What follows belongs to an exercise in optimizing a design on an open flow for small area; a production flow would make more cautious choices. Where RTL was checked, it was by simulation tests only, not by an equivalence proof against the original. No activity file was given, so power comes from the tool's default toggle rates.

## sap1_top
module sap1_top (
    input  wire        clk,
    input  wire        btnC,
    input  wire        btnR,
    input  wire        btnL,
    input  wire [15:0] sw,
    output wire        sclk,
    output wire        mosi,
    output wire        cs_n,
    output reg  [6:0]  seg,
    output wire [3:0]  an,
    output wire [15:0] led
);
  localparam [2:0] IDLE = 3'd0, SELECT_PROG = 3'd1, INPUT_A = 3'd2, INPUT_B = 3'd3,
                   WRITE_RAM = 3'd4, EXECUTE = 3'd5, WRITE_WAIT = 3'd6;
  reg [3:0] rcnt;
  always @(posedge clk)
    if (btnC) rcnt <= 4'b0111;
    else rcnt <= {rcnt[2:0], rcnt[3] & rcnt[2]};
  wire rst = (rcnt != 4'd0);
  reg [5:0] q;
  reg       run;
  always @(posedge clk)
    if (rst) begin
      q   <= 6'd0;
      run <= 1'b0;
    end else begin
      q <= q + 6'd1;
      if (q[4:0] == 5'd31) run <= 1'b1;
    end
  wire       halt;
  wire       tick     = run & ~halt;
  wire       pe       = tick & (q[4:0] == 5'd0);
  wire       ne       = tick & (q[4:0] == 5'd16);
  wire       spi_evt  = tick & (q[4:0] == 5'd5);
  wire       sap1_clk = tick & ~q[4];
  reg       rl, ll;
  reg [3:0] rr, lr;
  reg       rs, ls, rf, lf, rlat, llat;
  reg [1:0] rsy, lsy;
  always @(posedge clk)
    if (rst) begin
      rl <= 1'b0; rr <= 4'd15; rs <= 1'b0; rf <= 1'b0; rlat <= 1'b0; rsy <= 2'b00;
      ll <= 1'b0; lr <= 4'd15; ls <= 1'b0; lf <= 1'b0; llat <= 1'b0; lsy <= 2'b00;
    end else begin
      rl <= btnR;
      rr <= (btnR != rl) ? 4'd0 : ((rr == 4'd15) ? 4'd15 : rr + 4'd1);
      if (rr == 4'd15) rs <= rl;
      rf <= rs & ~rf;
      if (rs & ~rf) rlat <= 1'b1;
      else if (rsy[1]) rlat <= 1'b0;
      if (pe) rsy <= {rsy[0], rlat};
      ll <= btnL;
      lr <= (btnL != ll) ? 4'd0 : ((lr == 4'd15) ? 4'd15 : lr + 4'd1);
      if (lr == 4'd15) ls <= ll;
      lf <= ls & ~lf;
      if (ls & ~lf) llat <= 1'b1;
      else if (lsy[1]) llat <= 1'b0;
      if (pe) lsy <= {lsy[0], llat};
    end
  wire bR = rsy[1] & ~rsy[0];
  wire bL = lsy[1] & ~lsy[0];
  wire [15:0] sst;
  genvar gi;
  generate
    for (gi = 0; gi < 16; gi = gi + 1) begin : g_sw
      if (gi < 8 || gi > 12) begin : g_used
        reg       sy, st;
        reg [4:0] c;
        wire      fb = (c[0] + c[2] + c[4]) == 2'd2;
  ...
Size: roughly 50 I/O pins, ~0.011 sq mm of cells after synthesis.
export LEC_CHECK = 0
export ABC_AREA = 1
export CAP_MARGIN = 20
export CORE_MARGIN = 2
export CORE_UTILIZATION = 40
export CTS_BUF_LIST = sky130_fd_sc_hd__clkbuf_16
export CTS_CLUSTER_DIAMETER = 80
export CTS_CLUSTER_SIZE = 20
export SLEW_MARGIN = 20
create_clock -name core_clock -period 15.0 [get_ports {clk}]
run.sh (not shown) runs the stock make flow with config.mk's settings and CLKGATE_MAP_FILE= SYNTH_SCRIPT=/design/flow/synth_recipe.tcl, a recipe that flattens the netlist after the stock synthesis.
Edit:
--- a/flow/config.mk
+++ b/flow/config.mk
@@ -12,3 +12,3 @@
-export CTS_BUF_LIST = sky130_fd_sc_hd__clkbuf_16
-export CTS_CLUSTER_DIAMETER = 80
-export CTS_CLUSTER_SIZE = 20
+export CTS_BUF_LIST = sky130_fd_sc_hd__clkbuf_8
+export CTS_CLUSTER_DIAMETER = 60
+export CTS_CLUSTER_SIZE = 12
After rerunning: The changed run completed without violations. Area after synthesis is unchanged. Clock power went down by about 12%. Worst setup slack is worse by 22 ps. Die area is unchanged. Global-route usage hardly moves. Maximum frequency goes down by about 0.33%. Total power is lower by about 5%. Register-to-register slack improves by 60 ps. Clock skew stays flat.
No functional check of the RTL was part of any run of this note.

========
== job 5340 ==
sap1_top, a different RTL version from the one above (not shown whole).
Size: ~190 flip-flops, about 50 I/O pins, roughly 8000 um^2 of cells after synthesis.
clock: 15.0 ns
lec_check: 0
cap_margin: 20
core_margin: 2
core_utilization: 40
cts_buf_list: sky130_fd_sc_hd__clkbuf_8
cts_cluster_diameter: 60
cts_cluster_size: 12
slew_margin: 20
standard.sh (not shown) runs the stock make flow with config.mk's settings and CLKGATE_MAP_FILE= SYNTH_SCRIPT=/design/flow/synth_recipe.tcl, a recipe that flattens the netlist after the stock synthesis.
==> flow/flow/run.sh <==
#!/bin/bash
# Standard layout with these changes: synthesis maps the logic with an
# area-oriented abc script (flow/area.abc) and without the adder-cell step
# (registers are untouched), the ports are buffered with the smallest
# buffer, and the clock tree is built from mid-size buffers without dummy
# loads.
set -euo pipefail
export MY_ABC_SCRIPT="$PWD/flow/area.abc"
bash standard.sh SYNTH_SCRIPT="$PWD/flow/synth.tcl" ADDER_MAP_FILE= \
  BUFFER_PORTS_ARGS="-buffer_cell sky130_fd_sc_hd__buf_1" \
  CTS_ARGS="-sink_clustering_enable -repair_clock_nets -buf_list \"sky130_fd_sc_hd__clkbuf_4 sky130_fd_sc_hd__clkbuf_8\" -dont_use_dummy_load" \
  finish > make_flow.log 2>&1
==> flow/flow/area.abc <==
&get -n
&st
&syn3
&dch -f
&put
amap
topo
dnsize -c
==> flow/flow/synth.tcl <==
proc synth {args} { yosys synth -nofsm -noshare {*}$args }
proc abc {args} {
  if {[info exists ::env(MY_ABC_SCRIPT)]} {
    set i [lsearch -exact $args -script]
    if {$i >= 0} { lset args [expr {$i + 1}] $::env(MY_ABC_SCRIPT) }
  }
  yosys abc {*}$args
}
source $::env(SCRIPTS_DIR)/synth.tcl
# left out here: clear keep_hierarchy, flatten, clean up, hide names made inside functions, write 1_2_yosys.v
Job 5340 did not make it past clock tree synthesis (4_1_cts), where a tool error ended it.
> inputs changed (job 5340 -> job 7467)
diff --git a/flow/flow/run.sh b/flow/flow/run.sh
--- a/flow/flow/run.sh
+++ b/flow/flow/run.sh
@@ -11 +11 @@
-  CTS_ARGS="-sink_clustering_enable -repair_clock_nets -buf_list \"sky130_fd_sc_hd__clkbuf_4 sky130_fd_sc_hd__clkbuf_8\" -dont_use_dummy_load" \
+  CTS_ARGS="-sink_clustering_enable -repair_clock_nets -buf_list sky130_fd_sc_hd__clkbuf_8 -sink_clustering_size 12 -sink_clustering_max_diameter 60 -dont_use_dummy_load" \
==> flow/flow/area.abc <==
&get -n
&st
&syn3
&dch -f
&put
amap
strash
&get -n
&st
&syn3
&dch -f
&put
amap
topo
dnsize -c
[summary]
- Job 7467 finished every stage and its layout cleared the timing, DRC and antenna checks.
- What ended job 5340 was a tool error in clock tree synthesis (4_1_cts); the run never finished.
- A main combinational cell family by area after synthesis of compound AO/OA/AOI/OAI gates is what job 5340 shows, while simple AND/OR/NAND/NOR gates belongs to job 7467.
- Job 7467 vs. job 5340: post-place instance area was more or less identical; routability congestion estimate from global placement lost 1.8%; number of placed instances, taps included now sits higher.
- NOTE gate count after technology mapping job 5340->job 7467 increased slightly
- Any difference in sequential-to-total area share from yosys stat between job 5340 and job 7467 is small enough to ignore.
#### Input delta (job 8782 over job 7467)
==> flow/flow/area.abc <==
&get -n
&st
&syn3
&dch -f
&put
amap
topo
dnsize -c
[summary]
- For post-route core utilization, job 7467 and job 8782 come out practically identical.
- Summary — met3 wire length, job 8782 relative to job 7467: higher, by 41%.
- On final wirelength, job 8782 does better than job 7467.
- Between job 7467 and job 8782, the share of the yosys chip area belonging to registers figures differ only marginally.
- On routed wire length per instance, the higher figure sits with job 7467, not job 8782.
- [job 8782 vs job 7467] fraction of met1 tracks used by global routing: higher in job 8782
[inputs] job 6494 vs job 8782
diff --git a/flow/flow/run.sh b/flow/flow/run.sh
--- a/flow/flow/run.sh
+++ b/flow/flow/run.sh
@@ -11 +11 @@
-  CTS_ARGS="-sink_clustering_enable -repair_clock_nets -buf_list sky130_fd_sc_hd__clkbuf_8 -sink_clustering_size 12 -sink_clustering_max_diameter 60 -dont_use_dummy_load" \
+  CTS_ARGS="-sink_clustering_enable -repair_clock_nets -buf_list sky130_fd_sc_hd__clkbuf_8 -sink_clustering_size 16 -sink_clustering_max_diameter 60 -dont_use_dummy_load" \
==> comparison <==
Job 6494 ended with every stage complete and zero timing, DRC or antenna violations. Status: count of pins over their slew limit parity (job 6494, job 8782). As far as clock network area share is concerned, job 6494 and job 8782 perform about the same. The combinational share of power on job 6494 is in line with that on job 8782. | clock skew | job 8782 vs job 6494 | ≈ equal |. Any difference in core outline area between job 8782 and job 6494 is small enough to ignore. Re ratio of routed vias to standard cells: no difference whatsoever between job 6494 and job 8782. [compare] base=job 8782 new=job 6494: gate count after technology mapping did not really move, total chip power did not really move, count of clock-buffer cells in the layout did not really move, post-route minimum period did not really move. Sequential share of layout area: job 8782 vs job 6494 identical.
Setup changes, job 6494 to job 7394
Settings: PLACE_DENSITY: unset -> 0.75; CORE_UTILIZATION: 40 -> 65.
diff --git a/flow/flow/run.sh b/flow/flow/run.sh
--- a/flow/flow/run.sh
+++ b/flow/flow/run.sh
@@ -11 +11 @@
-  CTS_ARGS="-sink_clustering_enable -repair_clock_nets -buf_list sky130_fd_sc_hd__clkbuf_8 -sink_clustering_size 16 -sink_clustering_max_diameter 60 -dont_use_dummy_load" \
+  CTS_ARGS="-sink_clustering_enable -repair_clock_nets -buf_list sky130_fd_sc_hd__clkbuf_8 -sink_clustering_size 12 -sink_clustering_max_diameter 60 -dont_use_dummy_load" \
[summary]
[compare] base=job 6494 new=job 7394: static leakage went down 0.39%, die area decreased by about 38% relative to the old numbers, worst hold path depth shows no meaningful change, hold slack fell 0.0087 ns.
Setup changes, job 7394 to job 466
Settings: changing CORE_UTILIZATION from 65 to 40; removing PLACE_DENSITY (formerly 0.75).
==> flow/flow/area.abc <==
&get -n
&st
&syn2
&dch -f
&put
amap
strash
&get -n
&st
&syn2
&dch -f
&put
amap
topo
dnsize -c
### Flow results
For job 466 and job 7394, there was not a single run that failed to finish clean.
Between job 466 and job 7394, cell area after layout is lower for job 7394, job 466 comes in above that.
Per the comparison of job 466 with job 7394, wire length now sits higher; inserted tap cell count now sits higher; met3 track demand over resource in global routing now sits lower; area added between synthesis and finish now sits higher.

==> afterwards: timing with drivers on the ports <==
How much do the figures lean on ideal ports? The routed layouts below were timed once more, with nothing changed but the port constraints.
Step 1, drivers: a clkbuf_16 drives clk and a buf_2 each remaining input, both assumed.
Step 2 moves the port delays by t, midway between the first and last clock arrival at a register: inputs arrive t later, outputs are due t later. That takes back most of the time a late clock gives input paths.
Three values: no drivers, after step 1, after step 2; two values: the first two.
run	t (ns)	setup slack, ns	worst setup path after step 2
the first run of note 1	0.530	8.319 / 8.274 / 8.804	register to output
the second run of note 1	0.578	8.297 / 8.255 / 8.832	register to output
job 7467	0.510	8.616 / 8.575 / 9.086	register to output
job 8782	0.483	8.678 / 8.636 / 9.119	register to output
job 6494	0.483	8.678 / 8.636 / 9.119	register to output
job 7394	0.490	8.514 / 8.478 / 8.968	register to output
job 466	0.490	8.638 / 8.599 / 9.089	register to output
After both steps every run listed still meets setup and hold.
